From an optimization exercise on the open Yosys and OpenROAD flow, aimed at small area; shortcuts taken in it are not production practice.
In this exercise RTL edits were held to simulation tests only and were not proved equivalent to the original.
No activity file was given, so power comes from the tool's default toggle rates.

==> flow/design.v (excerpt) <==
module UART_FPGA(
	input clock,
	input reset,
	input baud_sel,
	input TXstart,
	input [7:0] TX_data_in,
	output TXbusy,
	output parity_error,
	output stop_bit_error,
	output [1:0] BAUD_RATE,
	output [6:0] segment_data,
	output [3:0] AN
	);
Size in the first run: roughly 28 I/O pins.
export LEC_CHECK = 0
export CAP_MARGIN = 20
export CORE_MARGIN = 2
export CORE_UTILIZATION = 40
export SLEW_MARGIN = 20
create_clock -name core_clock -period 10.0 [get_ports {clock}]
standard.sh (not shown) runs the stock make flow with config.mk's settings and CLKGATE_MAP_FILE= SYNTH_SCRIPT=/design/flow/synth_recipe.tcl, a recipe that flattens the netlist after the stock synthesis.
==> flow/flow/run.sh <==
#!/bin/bash
set -e
cp standard.sh standard.sh.copy
bash standard.sh > standard.log 2>&1
Next try:
==> flow/flow/run.sh (replaced) <==
#!/bin/bash
# Own layout flow: the standard flow (standard.sh) with
#  - synthesis: flow/my_synth.tcl (stronger ABC area script, no adder extraction;
#    same registers, names and cell types as the standard synthesis)
#  - port buffers: buf_1 instead of clkdlybuf4s50_1
#  - CTS: small clock buffers, no dummy loads
set -euo pipefail
FD=$(cd "$(dirname "${BASH_SOURCE[0]}")" && pwd)
bash standard.sh \
  SYNTH_SCRIPT=$FD/my_synth.tcl \
  ABC_AREA=1 \
  BUFFER_PORTS_ARGS="-buffer_cell sky130_fd_sc_hd__buf_1" \
  CTS_ARGS="-sink_clustering_enable -repair_clock_nets -buf_list sky130_fd_sc_hd__clkbuf_4 -root_buf sky130_fd_sc_hd__clkbuf_4 -sink_clustering_size 20 -dont_use_dummy_load" \
  finish > standard.log 2>&1
==> flow/flow/abc_area.script (new file) <==
strash
&get -n
&deepsyn -T 30
&put
dch -f
&get -n
&nf -R 1000
&put
topo
==> flow/flow/my_synth.tcl (new file) <==
# The standard flow's synthesis script (synth_recipe.tcl) with two changes that touch only
# combinational logic: ABC runs flow/abc_area.script instead of ORFS's, and
# full/half adders are not extracted (ABC sees the adder logic as plain gates).
set my_flow_dir [file dirname [file normalize [info script]]]
proc synth {args} { yosys synth -nofsm -noshare {*}$args }
proc abc {args} {
  global my_flow_dir
  set i [lsearch -exact $args -script]
  if { $i >= 0 } { lset args [expr { $i + 1 }] $my_flow_dir/abc_area.script }
  yosys abc {*}$args
}
proc extract_fa {args} { puts "extract_fa skipped" }
source $::env(SCRIPTS_DIR)/synth.tcl
# left out here: clear keep_hierarchy, flatten, clean up, hide names made inside functions, write 1_2_yosys.v
Effect: Power fell by 42%; clock power fell by 47%; die area fell by 22%; non-clock buffer count rose by 1.


build 8:
Another version of the RTL of UART_FPGA (not shown whole).
Size in the first run: about 290 cells after synthesis, ~28 I/O pins, ~0.0027 mm² of cells after synthesis.
export LEC_CHECK = 0
export CAP_MARGIN = 20
export CORE_MARGIN = 2
export CORE_UTILIZATION = 40
export SLEW_MARGIN = 20
create_clock -name core_clock -period 10.0 [get_ports {clock}]
==> flow/flow/run.sh <==
#!/bin/bash
# Own layout flow: the standard flow (standard.sh) with
#  - synthesis: flow/my_synth.tcl (several ABC area scripts, the smallest result
#    kept; no adder extraction; same registers, names and cell types as the
#    standard synthesis)
#  - port buffers: buf_1 instead of clkdlybuf4s50_1
#  - CTS: clkbuf_4 clock buffers, no dummy loads
# Each tool's output is in orfs/logs/; make's own output in standard.log.
set -euo pipefail
FD=$(cd "$(dirname "${BASH_SOURCE[0]}")" && pwd)
bash standard.sh \
  SYNTH_SCRIPT=$FD/my_synth.tcl \
  ABC_AREA=1 \
  BUFFER_PORTS_ARGS="-buffer_cell sky130_fd_sc_hd__buf_1" \
  CTS_ARGS="-sink_clustering_enable -repair_clock_nets -buf_list sky130_fd_sc_hd__clkbuf_4 -root_buf sky130_fd_sc_hd__clkbuf_4 -sink_clustering_size 20 -dont_use_dummy_load" \
  finish > standard.log 2>&1
==> flow/flow/abc_s10.script <==
strash
&get -n
&deepsyn -T 30 -S 10
&put
dch -f
amap
topo
==> flow/flow/abc_s11.script <==
strash
&get -n
&deepsyn -T 30 -S 11
&put
dch -f
amap
topo
==> flow/flow/abc_s4.script <==
strash
&get -n
&deepsyn -T 30 -S 4
&put
dch -f
amap
topo
==> flow/flow/abc_s5.script <==
strash
&get -n
&deepsyn -T 30 -S 5
&put
dch -f
amap
topo
==> flow/flow/abc_s6.script <==
strash
&get -n
&deepsyn -T 30 -S 6
&put
dch -f
amap
topo
==> flow/flow/abc_s7.script <==
strash
&get -n
&deepsyn -T 30 -S 7
&put
dch -f
amap
topo
==> flow/flow/abc_s8.script <==
strash
&get -n
&deepsyn -T 30 -S 8
&put
dch -f
amap
topo
==> flow/flow/abc_s9.script <==
strash
&get -n
&deepsyn -T 30 -S 9
&put
dch -f
amap
topo
Other scripts of this flow, unchanged in this note and not shown: flow/flow/abc_b8.script, flow/flow/abc_c2.script, flow/flow/abc_e3.script, flow/flow/abc_e4.script, flow/flow/abc_e5.script, flow/flow/my_synth.tcl
Build 8 was carried through to the last stage, and its layout satisfied the timing, DRC and antenna checks.
## Diff of input files: build 40 against build 8
==> flow/flow/abc_s12.script (new file) <==
strash
&get -n
&deepsyn -T 30 -S 12
&put
dch -f
amap
topo
==> flow/flow/abc_s13.script (new file) <==
strash
&get -n
&deepsyn -T 30 -S 13
&put
dch -f
amap
topo
==> flow/flow/abc_s14.script (new file) <==
strash
&get -n
&deepsyn -T 30 -S 14
&put
dch -f
amap
topo
==> flow/flow/abc_s15.script (new file) <==
strash
&get -n
&deepsyn -T 30 -S 15
&put
dch -f
amap
topo
==> flow/flow/abc_s16.script (new file) <==
strash
&get -n
&deepsyn -T 30 -S 16
&put
dch -f
amap
topo
==> flow/flow/abc_s17.script (new file) <==
strash
&get -n
&deepsyn -T 30 -S 17
&put
dch -f
amap
topo
==> flow/flow/abc_s18.script (new file) <==
strash
&get -n
&deepsyn -T 30 -S 18
&put
dch -f
amap
topo
==> flow/flow/abc_s19.script (new file) <==
strash
&get -n
&deepsyn -T 30 -S 19
&put
dch -f
amap
topo
### Flow results
Build 40 vs. build 8: synthesized area held; slack of the critical path comparable; detailed-route via count essentially unchanged; non-clock buffer count level; cell count closely matched the old numbers.
Relative to build 40, the following input files were edited for build 53:
- CORE_UTILIZATION: 40 -> 60
- PLACE_DENSITY: unset -> 0.75
--- a/flow/flow/run.sh
+++ b/flow/flow/run.sh
@@ -14,3 +14,3 @@
   BUFFER_PORTS_ARGS="-buffer_cell sky130_fd_sc_hd__buf_1" \
-  CTS_ARGS="-sink_clustering_enable -repair_clock_nets -buf_list sky130_fd_sc_hd__clkbuf_4 -root_buf sky130_fd_sc_hd__clkbuf_4 -sink_clustering_size 20 -dont_use_dummy_load" \
+  CTS_ARGS="-sink_clustering_enable -repair_clock_nets -buf_list sky130_fd_sc_hd__clkbuf_2 -root_buf sky130_fd_sc_hd__clkbuf_4 -sink_clustering_size 20 -dont_use_dummy_load" \
   finish > standard.log 2>&1
==> flow/flow/abc_b3.script (new file) <==
strash
 dc2
 dch -f
 amap
 topo
==> flow/flow/abc_d1.script (new file) <==
strash
 dc2
 if -K 6
 mfs2 -W 4 -M 5000
 strash
 &get -n
 &deepsyn -T 30
 &put
 dch -f
 amap
 topo
==> flow/flow/abc_g4.script (new file) <==
strash
 &get -n
 &deepsyn -T 120 -S 5
 &put
 dch -f
 amap
 topo
removed: flow/flow/abc_s10.script
removed: flow/flow/abc_s11.script
removed: flow/flow/abc_s12.script
removed: flow/flow/abc_s13.script
removed: flow/flow/abc_s14.script
removed: flow/flow/abc_s15.script
removed: flow/flow/abc_s16.script
removed: flow/flow/abc_s17.script
removed: flow/flow/abc_s18.script
removed: flow/flow/abc_s19.script
removed: flow/flow/abc_s4.script
removed: flow/flow/abc_s5.script
removed: flow/flow/abc_s6.script
removed: flow/flow/abc_s7.script
removed: flow/flow/abc_s8.script
removed: flow/flow/abc_s9.script
[summary]
Build 53 reports its largest family of logic cells by synthesized area as simple AND/OR/NAND/NOR gates while build 40 reports compound AO/OA/AOI/OAI gates.
Looking at data arrival time of the critical path, build 53 sits 0.16 ns higher than build 40 does.
Multi-input gate count sits higher in build 53 than in build 40.
Comparing build 40 and build 53, the lower total leakage power is on build 40.
Build 40 reached the final stage; the timing, DRC and antenna checks on its layout passed.
Build 53: done, clean on timing, DRC and antenna
Build 53 against build 40: final wirelength fell by about 10%; post-layout total power fell by 12 µW.
Inputs modified between build 53 and build 43:
- removing PLACE_DENSITY (formerly 0.75)
- changing CORE_UTILIZATION from 60 to 40
--- a/flow/flow/run.sh
+++ b/flow/flow/run.sh
@@ -14,3 +14,3 @@
   BUFFER_PORTS_ARGS="-buffer_cell sky130_fd_sc_hd__buf_1" \
-  CTS_ARGS="-sink_clustering_enable -repair_clock_nets -buf_list sky130_fd_sc_hd__clkbuf_2 -root_buf sky130_fd_sc_hd__clkbuf_4 -sink_clustering_size 20 -dont_use_dummy_load" \
+  CTS_ARGS="-sink_clustering_enable -repair_clock_nets -buf_list sky130_fd_sc_hd__clkbuf_4 -root_buf sky130_fd_sc_hd__clkbuf_4 -sink_clustering_size 20 -dont_use_dummy_load" \
   finish > standard.log 2>&1
[summary]
- Looking at synthesized cell count across build 43 and build 53, the one that comes out higher is build 53.
- In terms of share of cell area taken by multi-input logic gates, build 53 and build 43 differ only marginally.
- Build 43: no failed stages, no open violations at the end
- Build 43 ended up with a higher minimum clock period after layout than build 53 did.
- Looking only at post-route fraction of the period consumed by the critical path, and setting everything else aside, the lower value of build 43 and build 53 goes to build 53.
- As far as proportion of synthesized chip area in sequential cells is concerned, build 53 and build 43 perform about the same.
- | final non-filler cell area | build 43 vs build 53 | worse |
- In build 43 the sum of internal, switching and leakage power turned out 6.8 µW higher than in build 53.
- Build 43 has critical path depth above what build 53 had.
- | detailed-routing wirelength on met1 | build 43 vs build 53 | 0.62% lower |
- Diff build 43..build 53 | area after synthesis | negligible

static timing again, ports no longer ideal:
How much do the figures lean on ideal ports? The routed layouts below were timed once more, with nothing changed but the port constraints.
Step 1 sets driving cells, clkbuf_16 on the clock port and buf_2 on the other inputs (assumed; they add their load-dependent delay and slew).
Step 2 adds t to the input delays and takes it off the output delays; t is the mean of the earliest and latest rising clock arrival at the registers after step 1. Input paths then give back, and output paths get back, about the clock's delay inside the block.
Three values: ideal, step 1, step 2; two values: the first two.
run	shift t [ns]	setup WS [ns]	worst hold slack (ns)	worst setup path after step 2
the first run of note 1	0.349	3.972 / 3.944 / 4.293	0.379 / 0.379 / 0.379	register to output
the second run of note 1	0.391	4.154 / 4.129 / 4.519	0.381 / 0.381 / 0.381	register to output
build 8	0.398	3.955 / 3.929 / 4.327	0.372 / 0.372 / 0.372	register to output
build 40	0.398	3.955 / 3.929 / 4.327	0.372 / 0.372 / 0.372	register to output
build 53	0.397	3.799 / 3.772 / 4.169	0.371 / 0.371 / 0.371	register to output
build 43	0.402	3.734 / 3.709 / 4.111	0.372 / 0.372 / 0.372	register to output
After both steps setup and hold are still met in every run listed.
